This is an optimization exercise on Yosys and OpenROAD, whose aim is small area, a short achievable clock period and few clock cycles, not a production implementation.
At most, simulation tests tie the RTL to the original design; equivalence was not proved.
Power figures rest on the tool's default switching activity, not on a simulated workload.

## run 1
// CVP14
module CVP14(output [15:0] Addr, output RD, output WR, output V, output [15:0] dataOut,
             input Reset, input Clk1, input [15:0] DataIn);
localparam QD = 4;                   
localparam CK = 3;                   
localparam FQ = 11;                  
localparam MU_IDLE = 2'd0, MU_VLD = 2'd1, MU_VSTW = 2'd2, MU_VSTR = 2'd3;
localparam AU_VADD = 2'd0, AU_VDOT = 2'd1, AU_SMUL = 2'd2;
function ok_add;
  input [15:0] x;
  ok_add = (x[14:0] == 15'd0) | (x[14:10] >= 5'd10 && x[14:10] <= 5'd27);
endfunction
function [4:0] emax;
  input [4:0] m;
  input [15:0] x;
  emax = (x[14:10] > m) ? x[14:10] : m;
endfunction
function ok_mul;
  input [4:0] ea, eb;
  ok_mul = (ea != 5'd31) & (eb != 5'd31) & ({1'b0, ea} + {1'b0, eb} <= 6'd44);
endfunction
reg rst;
always @(posedge Clk1) rst <= Reset;
reg [3:0] ph;                        
reg [7:0] zf;                        
reg [7:0] sa;                        
reg [4:0] mx [0:7];                  
reg [15:0] addr_q, dout_q;
reg rd_q, wr_q, v_q, vflag;
reg [15:0] q [0:QD-1];
reg [QD:0] qs;                       
reg [15:0] ir_pc, fpc;               
reg f_act;                           
wire [15:0] ir = q[0];
wire ir_v = ~qs[0];
reg [1:0] mu_st;
reg [3:0] mu_cnt;
reg [15:0] base;
reg [2:0] mu_reg;
reg mu_tap;                          
reg ld_now, ld_last;                 
reg l_oka;
reg [4:0] l_mx;
reg [15:0] ld1;
reg ld1_v, ld_first, ld1_first, ld1_last;
reg [2:0] ld1_r;
reg sl_v, sl_wlo, sl_whi;
  ...
==> flow/config.mk <==
export PLATFORM = sky130hd
export DESIGN_NAME = CVP14
export DESIGN_NICKNAME = CVP14
export VERILOG_FILES = /design/flow/design.v
export SDC_FILE = /design/flow/constraint.sdc
export NUM_CORES = 8
export LEC_CHECK = 0
export ABC_AREA = 1
export CAP_MARGIN = 50
export CORE_MARGIN = 2
export CORE_UTILIZATION = 55
export CTS_CLUSTER_DIAMETER = 120
export CTS_CLUSTER_SIZE = 24
export PLACE_DENSITY = 0.75
export SLEW_MARGIN = 50
==> flow/constraint.sdc <==
create_clock -name core_clock -period 20.0 [get_ports {Clk1}]
set_input_delay 4.0000 -clock core_clock [delete_from_list [all_inputs] [get_ports {Clk1}]]
set_output_delay 4.0000 -clock core_clock [all_outputs]
set_load 0.01 [all_outputs]
standard.sh (not shown) runs the stock make flow with config.mk's settings and CLKGATE_MAP_FILE= SYNTH_SCRIPT=/design/flow/synth_recipe.tcl, a recipe that flattens the netlist after the stock synthesis.
==> flow/flow/run.sh <==
#!/bin/bash
# Layout flow: the standard flow (standard.sh, all steps), except that
# - the buffers buffer_ports puts on every input and output port are
#   sky130_fd_sc_hd__buf_4 cells instead of the resizer's default choice;
# - after the resizer step of placement, outflops.tcl moves the buffer of
#   each output port that a flip-flop drives next to that flip-flop
#   (detailed placement then legalizes both), so the buffer, not the
#   flip-flop, drives the long wire to the edge of the die.
# - repair_timing (after placement, CTS and global routing) works to a setup
#   slack margin of 15 ns: at the design's 20 ns clock every path has far
#   more slack than that needs, so without the margin repair_timing leaves
#   the paths that set the period achieved as they are.
# - CTS puts buffers on the clock tree's wires every 150 um (CTS_BUF_DISTANCE).
# The make output goes to standard.log; ORFS keeps each step's log under orfs/logs.
set -e
export BUFFER_PORTS_ARGS="-buffer_cell sky130_fd_sc_hd__buf_4"
export POST_RESIZE_TCL="$PWD/flow/outflops.tcl"
export SETUP_SLACK_MARGIN=15
export CTS_BUF_DISTANCE=150
bash standard.sh > standard.log 2>&1
Other scripts of this flow, unchanged in this note and not shown: flow/flow/outflops.tcl
For run 2, these inputs were changed with respect to run 1:
--- a/flow/design.v
+++ b/flow/design.v
@@ -240,22 +240,23 @@
 reg ld_now, ld_last;                 
 reg l_oka;
 reg [4:0] l_mx;
 reg [15:0] ld1;
 reg ld1_v, ld_first, ld1_first, ld1_last;
 reg [2:0] ld1_r;
 reg sl_v, sl_wlo, sl_whi;
 reg sl_known, sl_safe_q, sl_fp_q;    
 reg [4:0] sl_bnd_q;                  
 reg [4:0] sl_mxa_q, sl_mxb_q;        
 reg sl_b1, sl_bv;
+reg [15:0] sl_pc;
 reg [1:0] sl_op;
 reg [2:0] sl_ra, sl_rb, sl_rd;
 reg [15:0] sl_sc;
 reg rd_busy, rd_act, vdot_wait, rd_us;
 reg rd_tap;                          
 reg [1:0] rd_op;
 reg [2:0] rd_ra, rd_rb, rd_rd;
 reg [3:0] rd_cnt;
 reg [4:1] sv, sfirst, slast, sus;
 reg [1:0] sop [1:4];
 reg [2:0] srd [1:4];
@@ -377,23 +378,23 @@
 wire slh_nx = issue & is_slh & nx_v & (nx_rd == f_d);
 wire sll_sl = issue & is_sll & sl_v & (sl_op == AU_VDOT) & (sl_rd == f_d);
 wire slh_sl = issue & is_slh & sl_v & (sl_op == AU_VDOT) & (sl_rd == f_d);
 wire r7_en = redirect & ~(us_vdot & vd_rd == 3'd7);
 wire r7_vd = r7_en & vd_pend & (vd_rd == 3'd7);
 wire r7_nx = r7_en & nx_v & (nx_rd == 3'd7);
 ScalarRegFile srf(.clk(Clk1), .rst(rst),
                   .ra1(f_a), .ra2(is_smul ? f_b : f_d), .rd1(rx), .rd2(ry),
                   .bw_en(issue & (is_sll | is_slh)), .bw_hi(is_slh), .bw_dst(f_d), .bw_data(ir[7:0]),
                   .ww_lo(vd_wr & vd_wlo & ~sll_vd & ~r7_vd), .ww_hi(vd_wr & vd_whi & ~slh_vd & ~r7_vd),
                   .ww_dst(vd_rd), .ww_data(acc),
-                  .r7_en(r7_en), .r7_data(ir_pc - 16'd1));
+                  .r7_en(r7_en), .r7_data(sl_pc));    
 wire [7:0] we_l = ld1_v ? (8'd1 << ld1_r) : 8'd0;
 wire [7:0] we_a = s4_vec ? (8'd1 << srd[4]) : 8'd0;
 VectorRegFile vrf(.clk(Clk1), .we_l(we_l), .wd_l(ld1), .we_a(we_a), .wd_a(wres), .heads(heads), .taps(taps));
 wire [2:0] sel_a = rd_busy ? rd_ra : sl_ra;
 wire [2:0] sel_b = rd_busy ? rd_rb : sl_rb;
 wire [2:0] sel_c = mu_free ? f_d : mu_reg;
 wire tap_now;
 wire [15:0] va = zf[sel_a] ? 16'd0 : (tap_now ? taps[16*sel_a +: 16] : heads[16*sel_a +: 16]);
 wire [15:0] vb = zf[sel_b] ? 16'd0 : (tap_now ? taps[16*sel_b +: 16] : heads[16*sel_b +: 16]);
 wire c_tap = (mu_st == MU_VSTR) ? mu_tap : ph[3];
 wire [15:0] vc = zf[sel_c] ? 16'd0 : (c_tap ? taps[16*sel_c +: 16] : heads[16*sel_c +: 16]);
@@ -424,23 +425,23 @@
   end else begin
     if (us_fin & ~(ovf & vd_wr)) begin us_fin <= 1'b0; us_busy <= 1'b0; end
     else if (sv[4] & slast[4] & sus[4]) us_fin <= 1'b1;
     if (sl_start) sl_v <= 1'b0;
     sl_known <= sl_v & ~sl_start;
     sl_b1 <= sl_v & ~sl_start;
     sl_bv <= sl_b1 & sl_v & ~sl_start;
     if (sll_sl) sl_wlo <= 1'b0;
     if (slh_sl) sl_whi <= 1'b0;
     if (au_issue) sl_v <= 1'b1;
     if (~sl_v & ~blocking_us) begin
-      sl_op <= i_op; sl_ra <= f_a; sl_rb <= f_b; sl_rd <= f_d; sl_sc <= ry;
+      sl_op <= i_op; sl_ra <= f_a; sl_rb <= f_b; sl_rd <= f_d; sl_sc <= ry; sl_pc <= ir_pc;
       sl_wlo <= 1'b1; sl_whi <= 1'b1;
     end
     if (sl_start) begin
       rd_busy <= 1'b1;
       rd_op <= sl_op; rd_ra <= sl_ra; rd_rb <= sl_rb; rd_rd <= sl_rd; rd_us <= ~sl_safe_q;
       if (~sl_safe_q) begin
         us_busy <= 1'b1; us_vdot <= sl_vdot; ovf <= 1'b0;
       end
       vdot_wait <= sl_vdot & (ph[2:0] != 3'd0);
     end
     if (vdot_wait & ph[2:0] == 3'd0) vdot_wait <= 1'b0;
--- outcome ---
Power density over the cells across run 2 and run 1: no real change. Any difference in portion of the clock cycle consumed by the worst path in the final layout between run 1 and run 2 is small enough to ignore. There was hardly any difference in synthesized cell count between run 2 and run 1. Compared run 2 against run 1; clock power within noise. After detailed routing, run 1 needs less wire than run 2. Re setup slack: run 1 was lower than run 2.
Testbench counts of run 2, summed over its fixed seeds: cycles 77,442.
No functional check of the RTL was part of run 1.

Another version of the RTL of CVP14 (not shown whole).
Size in the first run: about 11000 cells after synthesis, roughly 3100 flip-flops, roughly 53 I/O pins, roughly 110000 µm² of cells after synthesis.
Settings: LEC_CHECK=0, ABC_AREA=1, CAP_MARGIN=50, CORE_MARGIN=2, CORE_UTILIZATION=55, CTS_CLUSTER_DIAMETER=120, CTS_CLUSTER_SIZE=24, PLACE_DENSITY=0.75, SLEW_MARGIN=50; clock period 20.0 ns.
==> flow/flow/outflops.tcl <==
# Move the buffer of every output port that a flip-flop drives (and
# nothing else) onto that flip-flop's location; detailed placement
# legalizes them.
set block [ord::get_db_block]
set moved 0
foreach bterm [$block getBTerms] {
  if { [$bterm getIoType] != "OUTPUT" } { continue }
  set net [$bterm getNet]
  set drv {}
  foreach it [$net getITerms] { if { [$it isOutputSignal] } { lappend drv $it } }
  if { [llength $drv] != 1 } { puts "outflops: [$bterm getName] has no single driver"; continue }
  set buf [[lindex $drv 0] getInst]
  set bin {}
  foreach it [$buf getITerms] { if { [$it isInputSignal] } { lappend bin $it } }
  if { [llength $bin] != 1 } { puts "outflops: [$buf getName] is not a buffer"; continue }
  set inet [[lindex $bin 0] getNet]
  if { [llength [$inet getITerms]] != 2 || [llength [$inet getBTerms]] != 0 } {
    puts "outflops: [$bterm getName]: the buffer's input net has other loads"; continue
  }
  set ff {}
  foreach it [$inet getITerms] { if { [$it isOutputSignal] } { set ff [$it getInst] } }
  if { $ff == {} } { continue }
  set m [[$ff getMaster] getName]
  if { ![string match "*dfxtp*" $m] } { puts "outflops: [$ff getName] is $m, skipped"; continue }
  set loc [$ff getLocation]
  $buf setLocation [lindex $loc 0] [lindex $loc 1]
  incr moved
}
puts "outflops: moved $moved output buffers next to their flip-flops"
Scripts as last shown in full above: flow/flow/run.sh
The first run completed without violations.
Edit:
--- a/flow/design.v
+++ b/flow/design.v
@@ -161,32 +161,33 @@
   input [2:0] bw_dst;
   input [7:0] bw_data;
   input ww_lo, ww_hi;
   input [2:0] ww_dst;
   input [15:0] ww_data;
   input r7_en;
   input [15:0] r7_data;
-  wire [15:0] wd = rst ? 16'h0000 :
-                   (ww_lo | ww_hi) ? ww_data :
-                   r7_en ? r7_data : {bw_data, bw_data};
   wire [15:0] regs [0:7];
   assign rd1 = regs[ra1];
   assign rd2 = regs[ra2];
   genvar g;
   generate
     for (g = 0; g < 8; g = g + 1) begin : entry
       reg [15:0] q;
       assign regs[g] = q;
-      wire r7 = (g == 7) & r7_en;
-      wire en_lo = rst | (ww_lo & (ww_dst == g)) | r7 | (bw_en & ~bw_hi & (bw_dst == g));
-      wire en_hi = rst | (ww_hi & (ww_dst == g)) | r7 | (bw_en & bw_hi & (bw_dst == g));
-      always @(posedge clk) begin
-        if (en_lo) q[7:0] <= wd[7:0];
-        if (en_hi) q[15:8] <= wd[15:8];
-      end
+      always @(posedge clk)
+        if (rst)
+          q <= 16'h0000;
+        else begin
+          if (ww_lo && ww_dst == g)              q[7:0] <= ww_data[7:0];
+          else if (g == 7 && r7_en)              q[7:0] <= r7_data[7:0];
+          else if (bw_en && !bw_hi && bw_dst == g) q[7:0] <= bw_data;
+          if (ww_hi && ww_dst == g)              q[15:8] <= ww_data[15:8];
+          else if (g == 7 && r7_en)              q[15:8] <= r7_data[15:8];
+          else if (bw_en && bw_hi && bw_dst == g)  q[15:8] <= bw_data;
+        end
     end
   endgenerate
 endmodule
 module VectorRegFile (clk, we_l, wd_l, we_a, wd_a, heads, taps);
   input clk;
   input [7:0] we_l, we_a;
   input [15:0] wd_l, wd_a;
@@ -307,15 +308,15 @@
 wire is_slh  = (op == 4'd7);
 wire is_j    = (op == 4'd8);
 wire is_au = is_vadd | is_vdot | is_smul;
 wire is_mu = is_sst | is_vld | is_vst;
 wire [2:0] f_d = ir[11:9], f_a = ir[8:6], f_b = ir[5:3];
 wire [15:0] rx, ry;
 wire [127:0] heads, taps;
-wire redirect = us_fin & ovf & ~vd_wr;
+wire redirect = us_fin & ovf;
 wire blocking_us = us_busy & ~(us_fin & ~ovf);        
 wire s4_vec = sv[4] & (sop[4] != AU_VDOT);
 function pend_w;
   input [2:0] r;
   pend_w = rd_busy & (rd_op != AU_VDOT) & (rd_rd == r);
 endfunction
 function au_wpend;
@@ -369,15 +370,14 @@
 wire sl_start = sl_v & sl_known & ~rd_busy & ~sl_haz & ((sl_op != AU_VDOT) | ~vd_pend | vd_chain) & (sl_safe_q | ~sl_fp_q);
 reg issue_ok;
 always @(*) begin
   if (is_au)       issue_ok = ~sl_v & (~is_smul | ~pend_s(f_b));
   else if (is_vld) issue_ok = mu_free & ~pend_s(f_a) & ~pend_w(f_d) & ~wait_rd_d & ~sl_r(f_d) & ~sl_w(f_d);
   else if (is_vst) issue_ok = mu_free & ~ld_now & ~pend_s(f_a) & ~pend_w(f_d) & ~sl_w(f_d);
   else if (is_sst) issue_ok = mu_free & ~pend_s(f_a) & ~pend_s(f_d);
-  else if (is_sll | is_slh) issue_ok = ~vd_wr;       
   else issue_ok = 1'b1;
 end
 wire issue = ir_v & ~blocking & ~redirect & issue_ok;
 wire au_issue = issue & is_au;
 wire mu_issue = issue & is_mu;
 wire sll_vd = issue & is_sll & vd_pend & (vd_rd == f_d);
 wire slh_vd = issue & is_slh & vd_pend & (vd_rd == f_d);
@@ -426,15 +426,15 @@
 fmul_c um3(.p(mb_p), .y(mc_y));
 always @(posedge Clk1) begin
   if (rst) begin
     rd_busy <= 1'b0; rd_act <= 1'b0; vdot_wait <= 1'b0; sl_v <= 1'b0; rd_tap <= 1'b0;
     sv <= 4'd0;
     us_busy <= 1'b0; us_fin <= 1'b0; ovf <= 1'b0;
   end else begin
-    if (us_fin & ~(ovf & vd_wr)) begin us_fin <= 1'b0; us_busy <= 1'b0; end
+    if (us_fin) begin us_fin <= 1'b0; us_busy <= 1'b0; end
     else if (sv[4] & slast[4] & sus[4]) us_fin <= 1'b1;
     if (sl_start) sl_v <= 1'b0;
     sl_known <= sl_v & ~sl_start;
     sl_b1 <= sl_v & ~sl_start;
     sl_bv <= sl_b1 & sl_v & ~sl_start;
     if (sll_sl) sl_wlo <= 1'b0;
     if (slh_sl) sl_whi <= 1'b0;
=> Global-route usage rises by 1.2 points; clock power barely changes; design area is higher by 0.47%; critical path depth is unchanged; hold slack improves by 0.029 ns.
Testbench counts after the change, summed over its fixed seeds: cycles 77,450.
No functional check of the RTL was part of the first run of this note.

CVP14, a different RTL version from the one above (not shown whole).
Size in the first run: about 11,000 cells after synthesis, about 3,100 flip-flops, about 53 I/O pins, ~110,000 um2 of cells after synthesis.
// CVP14
module CVP14(output [15:0] Addr, output RD, output WR, output V, output [15:0] dataOut,
             input Reset, input Clk1, input [15:0] DataIn);
clock: 20.0 ns
lec_check: 0
cap_margin: 50
core_margin: 2
core_utilization: 40
slew_margin: 50
run.sh (not shown) runs the stock make flow with config.mk's settings and CLKGATE_MAP_FILE= SYNTH_SCRIPT=/design/flow/synth_recipe.tcl, a recipe that flattens the netlist after the stock synthesis.
Stock flow here: none of the scripts above is used.
Edit:
--- a/flow/design.v
+++ b/flow/design.v
@@ -352,16 +352,12 @@
                       (sl_op == AU_VADD) ? (sl_add3[5] ? 5'd31 : sl_add3[4:0]) :
                       ((sl_sum >= 6'd14 && sl_sum - 6'd14 > {1'b0, sl_mxab}) ? sl_sum[4:0] - 5'd14 : sl_mxab);
 wire sl_safe = (sl_op == AU_VADD) ? (sa[sl_ra] & sa[sl_rb]) :
                (sl_op == AU_VDOT) ? ok_mul(mx[sl_ra], mx[sl_rb]) :
                                     ok_mul(mx[sl_ra], sl_sc[14:10]);
 wire sl_fp = flags_pend(sl_ra) | ((sl_op != AU_SMUL) & flags_pend(sl_rb));
-wire d_safe = is_vadd ? (sa[f_a] & sa[f_b]) :
-              is_vdot ? ok_mul(mx[f_a], mx[f_b]) :
-                        ok_mul(mx[f_a], ry[14:10]);
-wire d_fp = flags_pend(f_a) | (~is_smul & flags_pend(f_b));
 wire sl_ok = sl_known & sl_safe_q;
 wire blocking = blocking_us | (sl_v & ~sl_ok);
 wire sl_start = sl_v & sl_known & ~rd_busy & ~sl_haz & ((sl_op != AU_VDOT) | ~vd_pend) & (sl_safe_q | ~sl_fp_q);
 reg issue_ok;
 always @(*) begin
   if (is_au)       issue_ok = ~sl_v & (~is_smul | ~pend_s(f_b));
@@ -421,15 +417,15 @@
     sv <= 4'd0;
     us_busy <= 1'b0; us_fin <= 1'b0; ovf <= 1'b0;
   end else begin
     if (us_fin) begin us_fin <= 1'b0; us_busy <= 1'b0; end
     else if (sv[4] & slast[4] & sus[4]) us_fin <= 1'b1;
     if (sl_start) sl_v <= 1'b0;
-    sl_known <= au_issue | (sl_v & ~sl_start);
-    sl_safe_q <= au_issue ? d_safe : sl_safe;
-    sl_fp_q <= au_issue ? d_fp : sl_fp;
+    sl_known <= sl_v & ~sl_start;
+    sl_safe_q <= sl_safe;
+    sl_fp_q <= sl_fp;
     if (sll_sl) sl_wlo <= 1'b0;
     if (slh_sl) sl_whi <= 1'b0;
     if (au_issue) begin
       sl_v <= 1'b1;
       sl_op <= i_op; sl_ra <= f_a; sl_rb <= f_b; sl_rd <= f_d; sl_sc <= ry; sl_pc <= ir_pc;
       sl_wlo <= 1'b1; sl_whi <= 1'b1;
Result: Synthesized cell count drops by 12%. Final area drops by 3.3%. Total power fell by 5.4%. Global-route usage is lower by 1.9 points. Synthesized area goes down by 3.1%. Routed wire length shrinks by 11%. Utilization decreases by 0.10 points. First-iteration DRC count fell by 19%. Sequential share of layout area is higher by 1.6 points. Clock skew went down by 16 ps. Worst setup slack gets worse by 580 ps. Via count decreases by 11%.
No run of this note included a check of the RTL's function; only the layout flow was run.

[static timing again, ports no longer ideal]
The results above use ideal ports. As a check the final layouts listed here were re-extracted and re-timed, cells and wires unchanged.
Step 1 assumes that a clkbuf_16 drives the clock port and a buf_2 every other input.
Step 2 also shifts input and output timing later by t, the mid clock arrival at the registers, as if the neighbouring blocks saw the same clock.
Slacks: ideal ports / drivers / drivers and shift; pairs: ideal ports / drivers.
run | t (ns) | slack for setup (ns) | hold slack, ns | clock arrival spread, ns | worst slew at a driven data input, ns
run 1 | 0.869 | 14.703 / 14.612 / 14.958 | 0.273 / 0.273 / 0.273 | 0.070 / 0.070 | 0.18
run 2 | 0.869 | 14.719 / 14.621 / 15.236 | 0.273 / 0.273 / 0.273 | 0.103 / 0.103 | 0.06
the first run of note 2 | 0.872 | 14.724 / 14.634 / 15.254 | 0.282 / 0.282 / 0.282 | 0.077 / 0.076 | 0.06
the second run of note 2 | 0.856 | 14.756 / 14.670 / 15.071 | 0.311 / 0.311 / 0.311 | 0.077 / 0.076 | 0.07
the first run of note 3 | 1.004 | 14.101 / 14.004 / 14.258 | 0.286 / 0.286 / 0.286 | 0.110 / 0.110 | 0.09
the second run of note 3 | 0.917 | 13.520 / 13.520 / 13.520 | 0.290 / 0.290 / 0.290 | 0.088 / 0.088 | 0.06
After both steps setup and hold are still met in every run listed.
